Background: an optimization exercise with open tools, aiming at small area and a short achievable clock period. Do not read the settings as production practice. Where RTL was checked, it was by simulation tests only, not by an equivalence proof against the original. Only the layout flow was run in run 3; the RTL was not checked for function there. Power and IR drop assume default switching activity.

[flow/constraint.sdc]
create_clock -name core_clock -period 10.0 [get_ports {clk}]
set_input_delay 2.0000 -clock core_clock [delete_from_list [all_inputs] [get_ports {clk}]]
set_output_delay 2.0000 -clock core_clock [all_outputs]
set_load 0.01 [all_outputs]
[flow/design.v]
module Register_File(clk, rst, RegWrite, Rs1, Rs2, Rd, Write_data, read_data1, read_data2);
input clk, rst, RegWrite;
input [4:0] Rs1, Rs2, Rd;
input [31:0] Write_data;
output [31:0] read_data1, read_data2;
wire [31:0] wd = Write_data & {32{~rst}};
wire [31:0] q [0:31];
assign q[0] = 32'b0;
genvar k, b;
generate
  for (k = 1; k < 32; k = k + 1) begin : row
    reg [31:0] r;
    wire en = rst | (RegWrite & (Rd == k));
    always @(posedge clk)
      if (en) r <= wd;
    assign q[k] = r;
  end
endgenerate
wire [31:0] oh1, oh2;
generate
  for (k = 0; k < 32; k = k + 1) begin : dec
    assign oh1[k] = (Rs1 == k);
    assign oh2[k] = (Rs2 == k);
  end
  for (b = 0; b < 32; b = b + 1) begin : rb
    wire [10:0] y1, y2;
    for (k = 0; k < 10; k = k + 1) begin : g
      aoi222 u1(.a1(q[3*k+1][b]), .b1(oh1[3*k+1]), .a2(q[3*k+2][b]), .b2(oh1[3*k+2]),
                .a3(q[3*k+3][b]), .b3(oh1[3*k+3]), .y(y1[k]));
      aoi222 u2(.a1(q[3*k+1][b]), .b1(oh2[3*k+1]), .a2(q[3*k+2][b]), .b2(oh2[3*k+2]),
                .a3(q[3*k+3][b]), .b3(oh2[3*k+3]), .y(y2[k]));
    end
    assign y1[10] = ~(q[31][b] & oh1[31]);
    assign y2[10] = ~(q[31][b] & oh2[31]);
    assign read_data1[b] = ~&y1;
    assign read_data2[b] = ~&y2;
  end
endgenerate
endmodule
module aoi222(a1, b1, a2, b2, a3, b3, y);
input a1, b1, a2, b2, a3, b3;
output y;
assign y = ~((a1 & b1) | (a2 & b2) | (a3 & b3));
endmodule
module RISCV_Top(
		  input         clk,
		  input         rst,
		  output [31:0] imem_addr,
		  input  [31:0] imem_rdata,
		  output [31:0] dmem_addr,
		  output [31:0] dmem_wdata,
		  output        dmem_we,
		  output        dmem_re,
		  input  [31:0] dmem_rdata
		);
wire [31:0] ins = imem_rdata;
wire [6:0]  op  = ins[6:0];
wire [2:0]  f3  = ins[14:12];
wire [6:0]  f7  = ins[31:25];
wire is_r  = (op == 7'b0110011);
wire is_i  = (op == 7'b0010011);
wire is_ld = (op == 7'b0000011);
wire is_st = (op == 7'b0100011);
wire is_br = (op == 7'b1100011);
reg  [31:0] pc;
wire [31:0] rs1v, rs2v;
wire [11:0] mimm = ins[5] ? {ins[31:25], ins[11:7]} : ins[31:20];
wire [12:0] alo  = {1'b0, rs1v[11:0]} + {1'b0, mimm};
wire [19:0] ahi  = rs1v[31:12];
wire [19:0] ainc = ahi + 20'd1;
wire [19:0] adec = ahi - 20'd1;
wire        msgn = mimm[11];
wire [19:0] ahi_c1 = msgn ? ahi  : ainc;         
wire [19:0] ahi_c0 = msgn ? adec : ahi;          
wire [31:0] addr = {alo[12] ? ahi_c1 : ahi_c0, alo[11:0]};
wire [31:0] immI = {{20{ins[31]}}, ins[31:20]};
wire [31:0] opb  = ins[5] ? rs2v : immI;         
wire        f7z  = (f7 == 7'b0000000);
wire        lsel = ~ins[5] | f7z;                
wire        do_sub = ins[5] & (f7 == 7'b0100000) & (f3 == 3'b000);
wire        do_and = lsel & (f3 == 3'b111);
wire        do_or  = lsel & (f3 == 3'b110);
wire        do_xor = lsel & (f3 == 3'b100);
wire [31:0] sum  = rs1v + (opb ^ {32{do_sub}}) + {31'b0, do_sub};
wire [31:0] x    = rs1v ^ opb;
wire [31:0] alu  = do_and ? (rs1v & opb) :
                   do_or  ? (rs1v | opb) :
                   do_xor ? x : sum;
wire [31:0] wb   = ins[4] ? alu : dmem_rdata;
wire        we   = is_r | is_i | is_ld;
Register_File Reg_File(.clk(clk), .rst(rst), .RegWrite(we),
                       .Rs1(ins[19:15]), .Rs2(ins[24:20]), .Rd(ins[11:7]),
                       .Write_data(wb), .read_data1(rs1v), .read_data2(rs2v));
wire [31:0] immB   = {{20{ins[31]}}, ins[7], ins[30:25], ins[11:8], 1'b0};
wire        taken  = is_br & ~|x;                
wire [31:0] pc_nx  = pc + (taken ? immB : 32'd4);
always @(posedge clk)
  if (rst) pc <= 32'b0;
  else     pc <= pc_nx;
assign imem_addr  = pc;
assign dmem_addr  = addr;
assign dmem_wdata = rs2v;
assign dmem_we    = is_st;
assign dmem_re    = is_ld;
endmodule
[flow/config.mk]
export PLATFORM = sky130hd
export DESIGN_NAME = RISCV_Top
export DESIGN_NICKNAME = RISCV_Top
export VERILOG_FILES = /design/flow/design.v
export SDC_FILE = /design/flow/constraint.sdc
export NUM_CORES = 4
export LEC_CHECK = 0
export CAP_MARGIN = 20
export CORE_MARGIN = 2
export CORE_UTILIZATION = 40
export PLACE_DENSITY = 0.6
export SETUP_SLACK_MARGIN = 2
export SLEW_MARGIN = 20
export SYNTH_HIERARCHICAL = 1
[flow/run.sh]
#!/bin/bash
# synth_recipe.tcl (not shown) runs the flow's synth.tcl, then flattens the netlist and writes it again
# the make line also repeats each setting of config.mk as NAME=value (left out here)
make -C /OpenROAD-flow-scripts/flow DESIGN_CONFIG=/design/flow/config.mk WORK_HOME=/design/flow/orfs CLKGATE_MAP_FILE= SYNTH_SCRIPT=/design/flow/synth_recipe.tcl finish
==> flow_summary.json, run 1 <==
{
  "worst_ep_arrival_time_ns": 6.19,
  "wl_per_cell_um": 37.1,
  "p_leak_nw": 21.4,
  "clock_latency_ns": 0.74,
  "crit_family": "compound AO/OA/AOI/OAI gates",
  "yosysSeqAreaShare_pct": 64.4,
  "clock-sinks": 1023,
  "synth_edf_count": 992,
  "power_mw": 11.8,
  "drc": 0,
  "grt_pass1_wl_um": 279000,
  "vias": 39700,
  "grt_max_degree": 69,
  "syn_inst": 3247,
  "ctsHoldBuffers": 0,
  "critical_path_class": "in -> out",
  "antenna_found_initial": 11,
  "layout_min_cycle_time_ns": 8.19,
  "cts-root-buf": "clkbuf_16",
  "gr-usage-all-layers_pct": 32.4,
  "cpMaxStageDelayCell": "a2111o_1",
  "crit_path_start_kind": "input port",
  "grt.overflow.total": 0,
  "setup_tns_ns": 0,
  "fin_nets": 4075,
  "dieArea_um2": 121000,
  "dp_hpwl_um": 126000,
  "worstMarginPinSlew_ns": 1.19,
  "clk_pin_slew_ns": 0.05,
  "yosys.cell_types.count": 79,
  "cts_htree_levels": 3,
  "fill_cells": 9884,
  "max_cap_violations": 0,
  "drive_gt1_share_pct": 21.6,
  "finalCritPeriodShare_pct": 81.9,
  "drt_iter0_drc": 8923,
  "portBuffers": 162,
  "die_h_um": 348,
  "routed_wl_um": 204000,
  "finalMaxSlewViolations": 0,
  "post-place-ws_ns": 0.145,
  "clockBufferDepth": 3,
  "area_growth_pct": 24.7,
  "status": "timing/DRC/antenna clean",
  "grt_pass1_vias": 37400,
  "synth.ff_latch_count": 1023,
  "place.gp.congestion": 1.03,
  "critPathBufInv": 10,
  "setup_ws_ns": 1.81,
  "setup_viol": 0,
  "io_pins": 164,
  "ant_nets": 0,
  "cpPeakStageDelay_ns": 0.49,
  "yosys_warnings": 8,
  "synth-async-reset-ratio_pct": 0,
  "fin_util_pct": 50.1,
  "slew_headroom_pct": 21.0,
  "start_util_pct": 40.2,
  "worstPathMaxFanout": 8,
  "vdd_drop_max_mv": 0.147,
  "hold_viol": 0,
  "hold_path.class": "reg -> reg",
  "cts_tree": "built",
  "ys.flop_type": "edfxtp_1",
  "cp_data_required_time_ns": 8.00,
  "syn_nets": 3456,
  "numCtsBuffers": 103,
  "fmax_ghz": 0.122,
  "powerDensity_nw_per_um2": 200,
  "rsz0062_at_grt": "yes",
  "coreArea_um2": 118000,
  "syn_area_um2": 47300,
  "crit_path_end_kind": "primary output",
  "avgViaCountPerCell": 7.23,
  "num_rows": 126,
  "syn_area_per_cell_um2": 14.6,
  "first_pass_iters": 17,
  "skew_ns": 0.0688,
  "die_w_um": 348
}
==> power breakdown <==
group | internal [mW] | switching (mW) | total, mW
registers | 5.35 | 0.243 | 5.60
clock network | 2.13 | 1.72 | 3.85
logic | 0.802 | 1.55 | 2.35
==> flip-flops by register name, indices dropped and copies added (netlist names) <==
| signal | cells |
|---|---|
| Reg_File.row.r | 992 |
| pc | 31 |
==> logic make-up (layout without fill, tap and decap cells) <==
| group | after synthesis | in the layout | share of synthesized area (%) |
|---|---|---|---|
| other | 1 | 6 | 0.00794 |
| AOI/OAI and AO/OA | 1093 | 1093 | 20.4 |
| xor gates and xnor gates | 109 | 109 | 2.02 |
| buffers and inverters | 166 | 851 | 1.44 |
| adders and majority gates | 143 | 143 | 3.83 |
| and+or+nand+nor | 691 | 711 | 7.48 |
| DFF | 1023 | 1023 | 64.4 |
| muxes | 21 | 21 | 0.463 |
==> worst paths after layout <==
path                           from             to  slack (ns)  depth (start not counted)
max                  imem_rdata[18]  dmem_addr[25]        1.81                         25
min                           pc[1]          pc[1]        0.61                          2
max reg2reg  Reg_File.row[16].r[31]         pc[23]        3.91                         19
min reg2reg                   pc[1]          pc[1]        0.61                          2
==> synth_stat cells (23+ instances only) <==
cell / n / area, µm²
edfxtp_1: 992 / 29800
a222oi_1: 640 / 6410
nand2_1: 171 / 642
nor2_1: 163 / 612
ha_1: 140 / 1750
nand4_1: 139 / 870
a21oi_1: 110 / 551
inv_1: 95 / 357
o21ai_0: 74 / 370
xnor2_1: 67 / 587
a2111o_1: 64 / 721
clkbuf_1: 53 / 199
nor2b_1: 48 / 300
a21o_1: 46 / 345
xor2_1: 42 / 368
nor3_1: 32 / 160
dfxtp_1: 31 / 621
a31oi_1: 25 / 156
nand3_1: 24 / 120
o21bai_1: 23 / 173
==> Yosys stat by module (local to each module, per instance) <==
module | cell area (µm²) | flip-flops and latches | cells inside | copies in the design
RISCV_Top | 8200 | 31 | 1170 | 1
aoi222 | 10.0 | 0 | 1 | 640
Register_File | 32600 | 992 | 1437 | 1
==> per-stage QoR <==
| stage | cells | hold WS [ns] | cell area, µm² |
|---|---|---|---|
| CTS | 5414 | 0.612 | 57800 |
| global route | 5491 | 0.648 | 58900 |
| detailed placement | 5094 | 0.586 | 53000 |
| floorplan | 3247 | 0.629 | 47400 |
| finish | 5493 | 0.608 | 58900 |
| global placement | 5094 | 0.585 | 53000 |
==> routing by layer <==
layer	global-route usage (%)	wire length [µm]	share of wire (%)
met1	41.4	72800	36
met2	47.9	87300	43
met3	12.3	31600	15
met4	16.8	12200	6.0
met5	0	35	0.017
==> final cells by class <==
class / instances / area [µm²] / area share, %
clock inverter: 62 / 584 / 0.992
multi-input combinational: 2078 / 17800 / 30.2
clock buffer: 129 / 2710 / 4.59
tap: 1536 / 1920 / 3.26
antenna: 5 / 12.5 / 0.0212
sequential: 1023 / 30400 / 51.6
timing repair buffer: 563 / 5100 / 8.66
inverter: 97 / 364 / 0.618
==> tightest hold or removal path, stage by stage (launching register included) <==
cell,delay (ns)
dfxtp_1,0.33
ha_1,0.13
nor2b_1,0.11
==> cell usage in the layout (no fill, tap or decap), types with 18 or more instances in the layout <==
master and count:
a2111o_1 59, a21o_1 35, a21oi_1 91, a222oi_1 640
a31oi_1 23, buf_12 31, buf_2 22, buf_4 326
buf_6 41, clkbuf_1 24, clkbuf_16 104, clkdlybuf4s50_1 125
clkinv_1 28, clkinv_2 18, dfxtp_1 31, edfxtp_1 992
ha_1 126, inv_1 90, nand2_1 168, nand3_1 24
nand4_1 139, nor2_1 99, nor2_4 80, nor2b_2 31
nor3_1 21, o21ai_0 69, xnor2_1 66, xor2_1 42
==> what timing repair did <==
action | 4_1_cts | 5_1_grt
setup buffers | 110 | 72
setup endpoints to repair | 393 | 507
pin swaps | 114 | 129
endpoints found under the hold margin | 0 | 0
cloned | 19 | 2
resized for setup | 234 | 119
==> run 2: changes to the inputs <==
--- a/flow/config.mk
+++ b/flow/config.mk
@@ -7,8 +7,11 @@
 export LEC_CHECK = 0
 export CAP_MARGIN = 20
 export CORE_MARGIN = 2
-export CORE_UTILIZATION = 40
-export PLACE_DENSITY = 0.6
-export SETUP_SLACK_MARGIN = 2
+export CORE_UTILIZATION = 45
+export CTS_CLUSTER_DIAMETER = 70
+export CTS_CLUSTER_SIZE = 20
+export PLACE_DENSITY = 0.62
+export SETUP_SLACK_MARGIN = 2.5
 export SLEW_MARGIN = 20
 export SYNTH_HIERARCHICAL = 1
+export TNS_END_PERCENT = 5
==> flow_summary.json, run 2 <==
{
  "synth-async-reset-ratio_pct": 0,
  "whs_path_depth": 2,
  "worstMarginPinSlew_ns": 1.22,
  "clk_pin_slew_ns": 0.06,
  "post-synth-top-count-cell": "edfxtp_1",
  "fin_nets": 3969,
  "yosys.cell_types.count": 79,
  "syn_nets": 3456,
  "grt_pass1_vias": 36500,
  "cts_tree": "built",
  "rsz0062_at_grt": "yes",
  "layout_min_cycle_time_ns": 8.20,
  "syn_inst": 3247,
  "crit_end": "dmem_addr[20]",
  "die_h_um": 328,
  "clockBufferDepth": 3,
  "crit_start": "imem_rdata[18]",
  "fin_cells": 5179,
  "grt_pass1_wl_um": 261000,
  "gr-usage-all-layers_pct": 33.6,
  "largest_register_ffs": 992,
  "hold_viol": 0,
  "syn_area_per_cell_um2": 14.6,
  "cp_data_required_time_ns": 8.00,
  "yosys_warnings": 8,
  "yosysSeqAreaShare_pct": 64.4,
  "drc": 0,
  "grt.overflow.total": 0,
  "yosys.area.top_type_share_pct": 63.0,
  "max_cap_violations": 0,
  "final_cell_mix": "edfxtp_1 (992), a222oi_1 (640), buf_4 (282)",
  "status": "timing/DRC/antenna clean",
  "wl_per_cell_um": 36.2,
  "dp_hpwl_um": 122000,
  "r2r_slack_ns": 3.95,
  "numCtsBuffers": 70,
  "hold_path.class": "reg -> reg",
  "setup_tns_ns": 0,
  "largestRegisters": "Reg_File.row.r x992, pc x31",
  "yosysTopAreaCell": "edfxtp_1",
  "vias": 38600,
  "worstReg2RegEnd": "pc[31]",
  "skew_ns": 0.0398,
  "worst_ep_arrival_time_ns": 6.20,
  "drive_gt1_share_pct": 19.7,
  "synthTopCellsByCount": "edfxtp_1 (992), a222oi_1 (640), nand2_1 (171), nor2_1 (163), ha_1 (140)",
  "first_pass_iters": 15,
  "cts-root-buf": "clkbuf_16",
  "routed_wl_um": 187000,
  "p_leak_nw": 20.5,
  "top_register": "Reg_File.row.r",
  "finalMaxSlewViolations": 0,
  "avgViaCountPerCell": 7.45,
  "synthTopCellsByArea": "edfxtp_1 (63%), a222oi_1 (14%), ha_1 (3.7%)",
  "cts_htree_levels": 3,
  "final_common_cell": "edfxtp_1",
  "ys.flop_type": "edfxtp_1",
  "drt_iter0_drc": 9346,
  "fmax_ghz": 0.122,
  "slew_headroom_pct": 18.4,
  "ctsHoldBuffers": 0,
  "place.gp.congestion": 0.971,
  "coreArea_um2": 104000,
  "place_area_um2": 52400,
  "ant_nets": 0,
  "worstPathMaxFanout": 8,
  "finalCritPeriodShare_pct": 82.0,
  "num_rows": 118,
  "powerDensity_nw_per_um2": 190,
  "grt_max_degree": 70,
  "r2r_start": "Reg_File.row[18].r[0]",
  "synth.ff_latch_count": 1023,
  "critical_path_class": "in -> out",
  "dp.cells": 4901,
  "setup_viol": 0,
  "vdd_drop_max_mv": 0.173,
  "clock_latency_ns": 0.67,
  "start_util_pct": 45.5,
  "crit_path_start_kind": "input port",
  "fin_area_um2": 57000,
  "antenna_found_initial": 9,
  "rr_worst_depth": 21,
  "io_pins": 164,
  "syn_area_um2": 47300,
  "crit_path_end_kind": "primary output",
  "area_growth_pct": 20.7,
  "clock-sinks": 1023,
  "synth_edf_count": 992,
  "dieArea_um2": 108000,
  "die_w_um": 328,
  "portBuffers": 162
}
run 2: cell counts after synthesis:
No cell type changed its count.
run 2: per-layer routing:
metal / vias to the layer above / track usage [%] / routed length, µm
met5: - / 0 / 58
met4: 8 / 18.9 / 13000
met3: 581 / 7.51 / 25900
met2: 3263 / 50.1 / 80800
met1: 19100 / 45.4 / 67600
li1: 15700 / - / -
run 2: worst min-delay path by stage:
| stage | from | end | slack [ns] |
|---|---|---|---|
| 2_1_floorplan | pc[1] | pc[1] | 0.63 |
| 3_3_place_gp | pc[1] | pc[1] | 0.58 |
| 3_5_place_dp | pc[1] | pc[1] | 0.60 |
| 4_1_cts | pc[1] | pc[1] | 0.61 |
| 5_1_grt | pc[1] | pc[1] | 0.64 |
| 6_report | pc[1] | pc[1] | 0.60 |
run 2: through the flow:
stage | util [%] | power [mW] | setup slack (ns) | hold slack [ns]
2_1_floorplan | - | 6.65 | 2.47 | 0.629
3_3_place_gp | 50.5 | 7.62 | 0.268 | 0.581
3_5_place_dp | 50.5 | 7.64 | 0.206 | 0.597
4_1_cts | 54.2 | 10.7 | 1.95 | 0.612
5_1_grt | 55.0 | 11.1 | 1.73 | 0.644
6_report | 55.0 | 10.8 | 1.80 | 0.597
run 2: critical path: stages:
cell,delay [ns]
buf_8,0.11
or3b_4,0.30
buf_4,0.14
nor2_4,0.05
buf_4,0.15
a222oi_1,0.56
nand4_1,0.27
a2111o_1,0.53
ha_4,0.34
o21a_1,0.14
nor2_2,0.04
a21oi_2,0.19
a211oi_4,0.10
buf_12,0.16
nor3_4,0.21
buf_6,0.22
buf_6,0.12
nand4_1,0.08
o21ai_1,0.15
xnor2_1,0.16
buf_2,0.17
run 2: layout make-up:
type | count | area [µm²]
clock buffers | 80 | 1860
well taps | 1380 | 1730
clock inverters | 27 | 348
repair buffers | 495 | 4510
multi-input cells | 2073 | 17800
diodes | 4 | 10.0
flip-flops and latches | 1023 | 30400
inverters | 97 | 364
fillers | 8353 | 46700
run 2: what timing repair did:
action,4_1_cts,5_1_grt
resized for setup,301,42
setup endpoints to repair,896,530
setup buffers,99,49
pin swaps,142,72
gates cloned,11,6
run 2: Yosys stat by module (local to each module, per instance):
| module | flops+latches | cells inside | area, µm² | copies in the design |
|---|---|---|---|---|
| RISCV_Top | 31 | 1170 | 8200 | 1 |
| aoi222 | 0 | 1 | 10.0 | 640 |
| Register_File | 992 | 1437 | 32600 | 1 |
run 2: report_power, final:
part           internal (mW)  leakage (nW)  switching [mW]
logic                  0.780          9.10            1.46
registers               5.35          10.4           0.247
clock network           1.45          1.08            1.53
total                   7.58          20.5            3.24
run 2: cells by family (layout without fill, tap and decap cells):
| kind of cell | Yosys count | in the layout | synth area share [%] |
|---|---|---|---|
| flops | 1023 | 1023 | 64.4 |
| simple gates | 691 | 706 | 7.48 |
| fa+ha+maj | 143 | 143 | 3.83 |
| compound gates | 1093 | 1093 | 20.4 |
| buf+inv | 166 | 699 | 1.44 |
| mux | 21 | 21 | 0.463 |
| other cells | 1 | 5 | 0.00794 |
| xor+xnor | 109 | 109 | 2.02 |
==> run 3: changes to the inputs <==
--- a/flow/design.v
+++ b/flow/design.v
@@ -64,36 +64,30 @@
 wire is_br = (op == 7'b1100011);
 reg  [31:0] pc;
 wire [31:0] rs1v, rs2v;
-wire [11:0] mimm = ins[5] ? {ins[31:25], ins[11:7]} : ins[31:20];
-wire [12:0] alo  = {1'b0, rs1v[11:0]} + {1'b0, mimm};
-wire [19:0] ahi  = rs1v[31:12];
-wire [19:0] ainc = ahi + 20'd1;
-wire [19:0] adec = ahi - 20'd1;
-wire        msgn = mimm[11];
-wire [19:0] ahi_c1 = msgn ? ahi  : ainc;         
-wire [19:0] ahi_c0 = msgn ? adec : ahi;          
-wire [31:0] addr = {alo[12] ? ahi_c1 : ahi_c0, alo[11:0]};
+wire [11:0] mimm = is_st ? {ins[31:25], ins[11:7]} : ins[31:20];
+wire [31:0] addr = rs1v + {{20{mimm[11]}}, mimm};
 wire [31:0] immI = {{20{ins[31]}}, ins[31:20]};
-wire [31:0] opb  = ins[5] ? rs2v : immI;         
+wire [31:0] opb  = is_r ? rs2v : immI;
 wire        f7z  = (f7 == 7'b0000000);
-wire        lsel = ~ins[5] | f7z;                
-wire        do_sub = ins[5] & (f7 == 7'b0100000) & (f3 == 3'b000);
+wire        lsel = is_i | f7z;                    
+wire        do_sub = is_r & (f7 == 7'b0100000) & (f3 == 3'b000);
 wire        do_and = lsel & (f3 == 3'b111);
 wire        do_or  = lsel & (f3 == 3'b110);
 wire        do_xor = lsel & (f3 == 3'b100);
 wire [31:0] sum  = rs1v + (opb ^ {32{do_sub}}) + {31'b0, do_sub};
-wire [31:0] x    = rs1v ^ opb;
 wire [31:0] alu  = do_and ? (rs1v & opb) :
                    do_or  ? (rs1v | opb) :
-                   do_xor ? x : sum;
-wire [31:0] wb   = ins[4] ? alu : dmem_rdata;
+                   do_xor ? (rs1v ^ opb) : sum;
+wire [31:0] wb   = is_ld ? dmem_rdata : alu;
 wire        we   = is_r | is_i | is_ld;
 Register_File Reg_File(.clk(clk), .rst(rst), .RegWrite(we),
                        .Rs1(ins[19:15]), .Rs2(ins[24:20]), .Rd(ins[11:7]),
                        .Write_data(wb), .read_data1(rs1v), .read_data2(rs2v));
 wire [31:0] immB   = {{20{ins[31]}}, ins[7], ins[30:25], ins[11:8], 1'b0};
-wire        taken  = is_br & ~|x;                
-wire [31:0] pc_nx  = pc + (taken ? immB : 32'd4);
+wire [31:0] pc_br  = pc + immB;
+wire [31:0] pc_4   = {pc[31:2] + 30'd1, pc[1:0]};
+wire        taken  = is_br & (rs1v == rs2v);
+wire [31:0] pc_nx  = taken ? pc_br : pc_4;
 always @(posedge clk)
   if (rst) pc <= 32'b0;
   else     pc <= pc_nx;
==> flow/config.mk (replaced) <==
export PLATFORM = sky130hd
export DESIGN_NAME = RISCV_Top
export DESIGN_NICKNAME = RISCV_Top
export VERILOG_FILES = /design/flow/design.v
export SDC_FILE = /design/flow/constraint.sdc
export NUM_CORES = 4
export LEC_CHECK = 0
export CAP_MARGIN = 20
export CORE_MARGIN = 2
export CORE_UTILIZATION = 40
export PLACE_DENSITY = 0.6
export SETUP_SLACK_MARGIN = 0.3
export SLEW_MARGIN = 20
export SYNTH_HIERARCHICAL = 1
==> flow_summary.json, run 3 <==
{
  "start_util_pct": 40.2,
  "largestRegisters": "Reg_File.row.r x992, pc x31",
  "final_common_cell": "edfxtp_1",
  "skew_ns": 0.0522,
  "die_w_um": 353,
  "r2r_slack_ns": 4.10,
  "dp_hpwl_um": 123000,
  "place_area_um2": 54400,
  "grt.overflow.total": 0,
  "worstMarginPinSlew_ns": 1.12,
  "wl_per_cell_um": 32.7,
  "hold_viol": 0,
  "clkPwrFrac_pct": 29.4,
  "synth_edf_count": 992,
  "cpMostUsedCell": "buf_4",
  "portBuffers": 162,
  "whs_path_depth": 2,
  "yosysTopAreaCell": "edfxtp_1",
  "grt_max_degree": 51,
  "clock_latency_ns": 0.73,
  "setup_tns_ns": 0,
  "power_mw": 13.0,
  "coreArea_um2": 121000,
  "drc": 0,
  "cts_tree": "built",
  "layout_min_cycle_time_ns": 9.49,
  "worstPathMaxFanout": 19,
  "syn_nets": 3701,
  "status": "timing/DRC/antenna clean",
  "cts_htree_levels": 3,
  "clockBufferDepth": 3,
  "finalMaxSlewViolations": 0,
  "rsz0062_at_grt": "no",
  "synthTopCellsByArea": "edfxtp_1 (61%), a222oi_1 (13%), ha_1 (4.0%)",
  "slew_headroom_pct": 25.1,
  "yosys_warnings": 8,
  "yosys.area.top_type_share_pct": 61.0,
  "top_register": "Reg_File.row.r",
  "yosysSeqAreaShare_pct": 62.3,
  "crit_path_end_kind": "primary output",
  "fin_util_pct": 47.7,
  "internal-power_mw": 8.99,
  "grt_pass1_vias": 36900,
  "gr-usage-all-layers_pct": 28.2,
  "cts-root-buf": "clkbuf_16",
  "path_cells": "dlymetal6s2s_1 -> or2_2 -> buf_4 -> nor2_4 -> buf_4 -> a222oi_1 -> nand2_1 -> a2111o_1 -> ha_1 -> a21o_1 -> a31oi_1 -> o21ai_1 -> a2111oi_1 -> o211ai_1 -> a311o_1 -> a221oi_1 -> buf_4 -> nor2_1 -> a211oi_1 -> clkdlybuf4s50_1",
  "first_pass_iters": 15,
  "numCtsBuffers": 104,
  "syn_area_per_cell_um2": 14.1,
  "setup_viol": 0,
  "cp_data_required_time_ns": 8.00,
  "clk_pin_slew_ns": 0.06,
  "ctsHoldBuffers": 0,
  "cpPeakStageDelay_ns": 0.57,
  "vias": 39000,
  "ys.flop_type": "edfxtp_1",
  "synth.ff_latch_count": 1023,
  "finalCritPeriodShare_pct": 94.9,
  "fin_area_um2": 57900,
  "grt_pass1_wl_um": 260000,
  "worst_ep_arrival_time_ns": 7.49,
  "dieArea_um2": 125000,
  "final_cell_mix": "edfxtp_1 (992), a222oi_1 (640), buf_4 (205)",
  "drive_gt1_share_pct": 13.5,
  "avgViaCountPerCell": 6.97,
  "yosys.cell_types.count": 83,
  "die_h_um": 353,
  "p_comb_share_pct": 21.7,
  "ant_nets": 0,
  "post-synth-top-count-cell": "edfxtp_1",
  "synthTopCellsByCount": "edfxtp_1 (992), a222oi_1 (640), nor2_1 (201), nand2_1 (175), ha_1 (158)",
  "max_cap_violations": 0,
  "hold_path.class": "reg -> reg",
  "place.gp.congestion": 1.02,
  "antenna_found_initial": 10,
  "area_growth_pct": 18.6,
  "rr_worst_depth": 19,
  "critical_path_class": "in -> out",
  "fin_cells": 5601,
  "clock-sinks": 1023,
  "synth-async-reset-ratio_pct": 0,
  "fill_cells": 10600,
  "dp.cells": 5391,
  "fmax_ghz": 0.105,
  "vdd_drop_max_mv": 0.155,
  "fin_nets": 4111,
  "crit_path_start_kind": "input port",
  "cpMaxStageDelayCell": "clkdlybuf4s50_1",
  "switchingPower_mw": 3.99,
  "drt_iter0_drc": 8070,
  "io_pins": 164,
  "routed_wl_um": 183000,
  "p_seq_share_pct": 48.9,
  "num_rows": 128,
  "powerDensity_nw_per_um2": 224,
  "syn_inst": 3474,
  "largest_register_ffs": 992,
  "p_leak_nw": 20.7,
  "swShare_pct": 30.8,
  "syn_area_um2": 48800
}
[run 3: area by class of cell]
cell class	count	area, µm²	share of cell area (%)
timing repair buffer	373	3270	5.66
multi-input combinational	2286	18500	31.9
clock inverter	71	624	1.08
sequential	1023	30400	52.5
tap	1625	2030	3.51
antenna	3	7.51	0.0130
inverter	96	360	0.623
clock buffer	124	2700	4.66
[run 3: cell families (layout without fill, tap and decap cells)]
kind of cell | after synthesis | in the layout | share of synthesized area, %
simple gates | 772 | 773 | 8.01
fa+ha+maj | 161 | 161 | 4.17
flops | 1023 | 1023 | 62.3
xor+xnor | 141 | 141 | 2.53
buf+inv | 166 | 664 | 1.40
compound gates | 1170 | 1170 | 20.8
mux | 40 | 40 | 0.841
other cells | 1 | 4 | 0.00768
[run 3: stage by stage]
stage                     setup slack (ns)  hold slack [ns]
after floorplan                       1.48            0.548
after global placement              0.0500            0.513
after detailed placement            0.0124            0.522
after CTS                            0.280            0.537
after global routing                 0.309            0.570
final                                0.509            0.535
[run 3: what timing repair did]
| action | CTS | global route |
|---|---|---|
| endpoints found under the setup margin | 6 | 8 |
| setup buffers | 7 | 4 |
| pin swaps | 9 | 5 |
| resized for setup | 12 | 11 |
| gates cloned | 1 | 0 |
[run 3: path summary, 6_finish.rpt]
path | startpoint | endpoint
setup / recovery | imem_rdata[19] | dmem_addr[31]
hold / removal | pc[1] | pc[1]
setup reg to reg | Reg_File.row[16].r[6] | Reg_File.row[3].r[27]
hold reg to reg | pc[1] | pc[1]
[run 3: critical path: cells and delay by family]
kind,cells,cell delay [ns]
AOI/OAI and AO/OA,10,2.46
buffers and inverters,5,1.59
and+or+nand+nor,4,1.10
adders and majority gates,1,0.31
[run 3: modules after synthesis, one instance, submodules excluded]
module | cells | times used | area [µm²] | flops+latches
aoi222 | 1 | 640 | 10.0 | 0
RISCV_Top | 1397 | 1 | 9770 | 31
Register_File | 1437 | 1 | 32600 | 992
[run 3: power by group through the flow]
stage / Combinational (mW) / Clock (mW) / Sequential [mW]
2_1_floorplan: 1.41 / 0 / 6.27
3_3_place_gp: 2.69 / 0 / 6.39
3_5_place_dp: 2.72 / 0 / 6.40
4_1_cts: 2.73 / 3.85 / 6.32
5_1_grt: 2.96 / 4.02 / 6.42
6_report: 2.82 / 3.82 / 6.34
[run 3: routing by layer]
metal,part of all wire (%),track usage [%],vias up
met2,45,44.1,3107
met1,37,37.8,19100
met5,0.026,0,-
li1,-,-,16300
met4,3.5,9.81,8
met3,14,7.60,440

what the ideal ports hide:
Ports are ideal in the flow. The routed layouts listed here were re-timed in OpenROAD.
Step 1 sets driving cells, clkbuf_16 on the clock port and buf_2 on the other inputs (assumed; they add their load-dependent delay and slew).
Step 2 adds t to the input delays and takes it off the output delays; t is the mean of the earliest and latest rising clock arrival at the registers after step 1. Input paths then give back, and output paths get back, about the clock's delay inside the block.
a / b / c = ideal / step 1 / step 2; a / b = the first two.
| run | t, ns | setup slack, ns | hold slack, ns | worst data-port slew with drivers (ns) |
|---|---|---|---|---|
| run 1 | 0.776 | 1.814 / 1.666 / 1.272 | 0.608 / 0.608 / 0.608 | 0.15 |
| run 2 | 0.726 | 1.800 / 1.742 / 1.442 | 0.597 / 0.597 / 0.597 | 0.16 |
| run 3 | 0.777 | 0.509 / 0.363 / 0.363 | 0.535 / 0.535 / 0.535 | 0.16 |
After both steps setup and hold are still met in every run listed. For run 1, which loses most, drivers alone change the setup slack by -0.148 ns; drivers and shift together by -0.542 ns.
